What follows belongs to an exercise in optimizing a design on an open flow for small area, a short achievable clock period and few clock cycles; a production flow would make more cautious choices.
At most, simulation tests tie the RTL to the original design; equivalence was not proved.

==> flow/design.v (excerpt) <==
module CONVCOR(
    clk,
    rst_n,
    in_valid,
    in_a,
    in_b,
    in_mode,
    out_valid,
    out
);
Size: about 250 flip-flops, ~15000 um^2 of cells after synthesis.
==> flow/config.mk <==
export PLATFORM = sky130hd
export DESIGN_NAME = CONVCOR
export DESIGN_NICKNAME = CONVCOR
export VERILOG_FILES = /design/flow/design.v
export SDC_FILE = /design/flow/constraint.sdc
export NUM_CORES = 4
export LEC_CHECK = 0
export ABC_CLOCK_PERIOD_IN_PS = 3000
export CAP_MARGIN = 20
export CORE_MARGIN = 2
export CORE_UTILIZATION = 35
export PLACE_DENSITY = 0.55
export SETUP_SLACK_MARGIN = 5
export SLEW_MARGIN = 20
==> flow/constraint.sdc <==
create_clock -name core_clock -period 10.0 [get_ports {clk}]
set_input_delay 2.0000 -clock core_clock [delete_from_list [all_inputs] [get_ports {clk}]]
set_output_delay 2.0000 -clock core_clock [all_outputs]
set_load 0.01 [all_outputs]
standard.sh (not shown) runs the stock make flow with config.mk's settings and CLKGATE_MAP_FILE= SYNTH_SCRIPT=/design/flow/synth_recipe.tcl, a recipe that flattens the netlist after the stock synthesis.
==> flow/flow/run.sh <==
#!/bin/bash
# The standard layout (the standard.sh, with the standard synthesis
# unchanged), with two make variables changed:
#  - BUFFER_PORTS_ARGS: every input and output port still gets a buffer, but a
#    plain buffer cell instead of the delay buffer that buffer_ports picks.
# Each tool's output goes to the ORFS logs under orfs/ and to standard.log here.
set -euo pipefail
SETUP_MARGIN=${SETUP_MARGIN:-6.5}
PORT_BUF=${PORT_BUF:-sky130_fd_sc_hd__buf_2}
sed -e "s/SETUP_SLACK_MARGIN=[0-9.]*/SETUP_SLACK_MARGIN=${SETUP_MARGIN} BUFFER_PORTS_ARGS='-buffer_cell ${PORT_BUF}'/" standard.sh > standard_margin.sh
grep -q "SETUP_SLACK_MARGIN=${SETUP_MARGIN} " standard_margin.sh
bash standard_margin.sh > standard.log 2>&1
Testbench counts at the start, summed over its fixed seeds: cycles 16,262.
Rerun with:
--- a/flow/flow/run.sh
+++ b/flow/flow/run.sh
@@ -8 +8 @@
-SETUP_MARGIN=${SETUP_MARGIN:-6.5}
+SETUP_MARGIN=${SETUP_MARGIN:-6.7}
- CTS_CLUSTER_DIAMETER: default -> 80
- CTS_CLUSTER_SIZE: default -> 18
- TNS_END_PERCENT: default -> 60
- setup slack is better by 210 ps
- non-clock buffer count went up by 40
- wire length went up by 2.9%
Rerun with:
--- a/flow/flow/run.sh
+++ b/flow/flow/run.sh
@@ -8 +8 @@
-SETUP_MARGIN=${SETUP_MARGIN:-6.7}
+SETUP_MARGIN=${SETUP_MARGIN:-6.6}
- CTS_CLUSTER_DIAMETER: 80 -> 100
- CTS_CLUSTER_SIZE: 18 -> 24
- TNS_END_PERCENT: 60 -> default
After rerunning: The new run finished clean. Fmax shrinks by 4.7%. Global-route usage shrinks by 0.31 points. Wire length shrinks by about 4%. Clock skew grows by 13 ps. Worst setup slack is worse by 160 ps. Design area shrinks by 3.0%. Worst hold slack hardly moves. Die area does not change.
Rerun with:
--- a/flow/flow/run.sh
+++ b/flow/flow/run.sh
@@ -8 +8 @@
-SETUP_MARGIN=${SETUP_MARGIN:-6.6}
+SETUP_MARGIN=${SETUP_MARGIN:-6.7}
- CTS_CLUSTER_DIAMETER: 100 -> 80
- CTS_CLUSTER_SIZE: 24 -> 18
- TNS_END_PERCENT: default -> 30
What happened: Maximum frequency stays flat; register-to-register slack barely changes; core utilization goes up by 1.1 points; worst setup slack improves by 3.6 ps.
Rerun with:
- TNS_END_PERCENT: 30 -> default
Outcome: The changed run finished with timing, DRC and antenna clean; register-to-register slack improves by 140 ps; final area stays flat; worst setup slack improves by 140 ps.
Rerun with:
--- a/flow/flow/run.sh
+++ b/flow/flow/run.sh
@@ -8 +8 @@
-SETUP_MARGIN=${SETUP_MARGIN:-6.7}
+SETUP_MARGIN=${SETUP_MARGIN:-6.6}
- ABC_AREA: default -> 1
- ABC_CLOCK_PERIOD_IN_PS: 3000 -> default
- CTS_CLUSTER_DIAMETER: 80 -> default
- CTS_CLUSTER_SIZE: 18 -> default
Wire length went up by 16%.
Cell count grows by 22%.
Worst hold slack loses 5.0 ps.
Setup slack got worse by 170 ps.
Die area went up by 2.5%.
Critical path depth grows by 1.
Via count is higher by 18%.

========
lane 3:
CONVCOR, a different RTL version from the one above (not shown whole).
Size in the first run: ~180 flip-flops, about 73 I/O pins, roughly 0.015 mm^2 of cells after synthesis.
==> flow/config.mk <==
export PLATFORM = sky130hd
export DESIGN_NAME = CONVCOR
export DESIGN_NICKNAME = CONVCOR
export VERILOG_FILES = /design/flow/design.v
export SDC_FILE = /design/flow/constraint.sdc
export NUM_CORES = 4
export LEC_CHECK = 0
export ABC_CLOCK_PERIOD_IN_PS = 3000
export CAP_MARGIN = 20
export CORE_MARGIN = 2
export CORE_UTILIZATION = 35
export PLACE_DENSITY = 0.55
export SETUP_SLACK_MARGIN = 5
export SLEW_MARGIN = 20
==> flow/constraint.sdc <==
create_clock -name core_clock -period 10.0 [get_ports {clk}]
set_input_delay 2.0000 -clock core_clock [delete_from_list [all_inputs] [get_ports {clk}]]
set_output_delay 2.0000 -clock core_clock [all_outputs]
set_load 0.01 [all_outputs]
run.sh (not shown) runs the stock make flow with config.mk's settings and CLKGATE_MAP_FILE= SYNTH_SCRIPT=/design/flow/synth_recipe.tcl, a recipe that flattens the netlist after the stock synthesis.
Stock flow here: none of the scripts above is used.
What lane 2 does differently from lane 3 at the input level:
Settings: removing SETUP_SLACK_MARGIN (formerly 5); removing ABC_CLOCK_PERIOD_IN_PS (formerly 3000).
Notes after the runs:
Lane 3 -> lane 2: count of final hold-check violations delta 0, exact match. Compared with lane 3, lane 2 ends up with a smaller final cell area. | overall global routing resource usage | lane 2 vs lane 3 | ≈ equal |. Signed area change from the synthesized netlist to the final layout in lane 2 is 4.3 points below lane 3. First-pass GRT wire length of lane 2 is on par with lane 3. Diff lane 3 -> lane 2 | routed metal-1 wire length | decrease of about 2.2%. Routed wire in lane 2 totals less than in lane 3.
No run of this note included a check of the RTL's function; only the layout flow was run.

## separate check: timing with driven ports
No port has a modelled driver above. Below, the same layouts with a new extraction and two added sets of constraints.
Step 1: set_driving_cell puts a clkbuf_16 on clk and a buf_2 on each other input, an assumption about the parent block.
Step 2, shift: input delay + t, output delay - t, t = (earliest + latest rising clock arrival at the registers) / 2. This alone moves slack from input paths to output paths.
Slacks: no drivers / after step 1 / after step 2; pairs: no drivers / after step 1.
run | t, ns | setup WS [ns] | latest minus earliest clock arrival (ns) | slew at the worst register clock pin (ns)
the first run of note 1 | 0.613 | 6.600 / 6.600 / 6.200 | 0.046 / 0.047 | 0.07 / 0.07
the second run of note 1 | 0.568 | 6.812 / 6.812 / 6.403 | 0.013 / 0.013 | 0.08 / 0.08
the third run of note 1 | 0.553 | 6.655 / 6.655 / 6.444 | 0.025 / 0.025 | 0.10 / 0.10
the fourth run of note 1 | 0.567 | 6.658 / 6.658 / 6.403 | 0.014 / 0.013 | 0.08 / 0.08
the fifth run of note 1 | 0.566 | 6.794 / 6.794 / 6.404 | 0.015 / 0.015 | 0.08 / 0.08
the sixth run of note 1 | 0.624 | 6.629 / 6.629 / 6.295 | 0.016 / 0.016 | 0.07 / 0.07
lane 3 | 0.506 | 5.159 / 5.159 / 5.159 | 0.023 / 0.023 | 0.09 / 0.09
lane 2 | 0.496 | 4.128 / 4.128 / 4.128 | 0.013 / 0.014 | 0.09 / 0.09
After both steps every run listed still meets setup and hold. The setup slack of the second run of note 1, which loses most, moves by 0.000 ns with the drivers and by -0.409 ns with both steps.
